Background: an optimization exercise with open tools, aiming at small area and a short achievable clock period. Do not read the settings as production practice.
The RTL was checked by simulation tests, not by an equivalence proof against the original design.
The clock port is modelled as an ideal driver, which makes a skipped or thinned clock tree look cheaper than it is; a real chip needs a root buffer or a tree.

// FFT64
module FFT64 #(
    parameter width = 16
) (
    input                           clk,
    input                           rst_n,
    input                           di_en,
    input       signed  [width-1:0] di_re,
    input       signed  [width-1:0] di_img,
    output reg                      do_en,
    output reg  signed  [width-1:0] do_re,
    output reg  signed  [width-1:0] do_img
);
Size in the first run: ~10000 cells after synthesis, ~4100 flip-flops, about 68 I/O pins, about 0.13 mm2 of cells after synthesis.
clock: 11.0 ns
lec_check: 0
cap_margin: 20
core_margin: 2
core_utilization: 55
slew_margin: 20
synth_hierarchical: 1
synth_minimum_keep_size: 0
standard.sh (not shown) runs the stock make flow with config.mk's settings and CLKGATE_MAP_FILE= SYNTH_SCRIPT=/design/flow/synth_recipe.tcl, a recipe that flattens the netlist after the stock synthesis.
==> flow/flow/run.sh <==
#!/bin/bash
bash standard.sh SETUP_SLACK_MARGIN=7.45 "BUFFER_PORTS_ARGS=-buffer_cell sky130_fd_sc_hd__buf_2" "CTS_ARGS=-sink_clustering_enable -repair_clock_nets -sink_clustering_size 16 -sink_clustering_max_diameter 70 -sink_clustering_buffer sky130_fd_sc_hd__clkbuf_8" finish > standard.log 2>&1
Next try:
==> flow/flow/run.sh (replaced) <==
#!/bin/bash
# Layout flow: the standard ORFS flow (standard.sh, unchanged synthesis)
# with these changes to how the layout is made:
#  - timing repair aims at 7.45 ns of setup slack (the clock stays 11 ns),
#  - the port buffers are plain buf_2 cells,
#  - clock-tree sinks are clustered in groups of up to 24 within 100 um.
# The whole output of the flow goes to standard.log in this folder.
bash standard.sh SETUP_SLACK_MARGIN=7.45 \
  "BUFFER_PORTS_ARGS=-buffer_cell sky130_fd_sc_hd__buf_2" \
  CTS_CLUSTER_SIZE=24 CTS_CLUSTER_DIAMETER=100 \
  finish > standard.log 2>&1
Via count drops by 1.1%. Final area is about the same. Global-route usage falls by 0.24 points.

---

run A:
FFT64, a different RTL version from the one above (not shown whole).
For scale: about 10000 cells after synthesis, roughly 68 I/O pins.
// FFT64
module FFT64 #(
    parameter width = 16
) (
    input                           clk,
    input                           rst_n,
    input                           di_en,
    input       signed  [width-1:0] di_re,
    input       signed  [width-1:0] di_img,
    output reg                      do_en,
    output reg  signed  [width-1:0] do_re,
    output reg  signed  [width-1:0] do_img
);
clock: 11.0 ns
lec_check: 0
cap_margin: 20
core_margin: 2
core_utilization: 55
slew_margin: 20
synth_hierarchical: 1
synth_minimum_keep_size: 0
==> flow/flow/run.sh <==
#!/bin/bash
# Layout flow: the standard ORFS flow (standard.sh, unchanged synthesis)
# with these changes to how the layout is made:
#  - timing repair aims at 7.65 ns of setup slack (the clock stays 11 ns),
#  - the port buffers are plain buf_2 cells,
#  - the clock tree is the balanced three-level tree of flow/cts_tree.tcl
#    (hooked in by flow/cts_hook.tcl) instead of TritonCTS's.
# The whole output of the flow goes to standard.log in this folder.
bash standard.sh SETUP_SLACK_MARGIN=7.55 \
  "BUFFER_PORTS_ARGS=-buffer_cell sky130_fd_sc_hd__buf_2" \
  "PRE_CTS_TCL=$PWD/flow/cts_hook.tcl" \
  finish > standard.log 2>&1
Other scripts of this flow, unchanged in this note and not shown: flow/flow/cts_hook.tcl, flow/flow/cts_tree.tcl
For run B, these inputs were changed with respect to run A:
==> flow/flow/run.sh <==
#!/bin/bash
# Layout flow: the standard ORFS flow (standard.sh, unchanged synthesis)
# with these changes to how the layout is made:
#  - timing repair aims at 7.75 ns of setup slack (the clock stays 11 ns),
#  - the port buffers are plain buf_2 cells,
#  - the clock tree is the balanced three-level tree of flow/cts_tree.tcl
#    (hooked in by flow/cts_hook.tcl) instead of TritonCTS's.
# The whole output of the flow goes to standard.log in this folder.
bash standard.sh SETUP_SLACK_MARGIN=7.75 \
  "BUFFER_PORTS_ARGS=-buffer_cell sky130_fd_sc_hd__buf_2" \
  "PRE_CTS_TCL=$PWD/flow/cts_hook.tcl" \
  finish > standard.log 2>&1
Findings:
Cmp run B and run A / final instance area / lower: run A
Relative to run B, the following input files were edited for run C:
Settings: CORE_UTILIZATION now 50, was 55.
Results
Run B -> run C: sequential fraction of the synthesis area delta 0, exact match
Run B ended up with do_re[11] as its launching element of the worst setup path; run C ended up with do_re[10].
Final cell area excluding filler cells: run C vs run B, no meaningful difference
Placed standard-cell area, run B and run C: smaller value in run B
No run of this note takes its clock network from TritonCTS; it comes from the design's own scripts or RTL.

[re-timing with driven ports]
How much do the figures lean on ideal ports? The routed layouts below were timed once more, with nothing changed but the port constraints. Step 1 assumes that a clkbuf_16 drives the clock port and a buf_2 every other input. Step 2 also shifts input and output timing later by t, the mid clock arrival at the registers, as if the neighbouring blocks saw the same clock. Slacks: no drivers / after step 1 / after step 2; pairs: no drivers / after step 1.
| run | t, ns | setup WS [ns] | worst data-port slew with drivers (ns) |
|---|---|---|---|
| the first run of note 1 | 0.986 | 7.398 / 7.299 / 7.489 | 0.16 |
| the second run of note 1 | 0.940 | 7.443 / 7.352 / 7.469 | 0.15 |
| run A | 0.787 | 7.618 / 7.487 / 7.618 | 0.11 |
| run B | 0.799 | 7.724 / 7.527 / 7.804 | 0.12 |
| run C | 0.813 | 7.714 / 7.508 / 7.807 | 0.09 |
After both steps setup and hold are still met in every run listed.
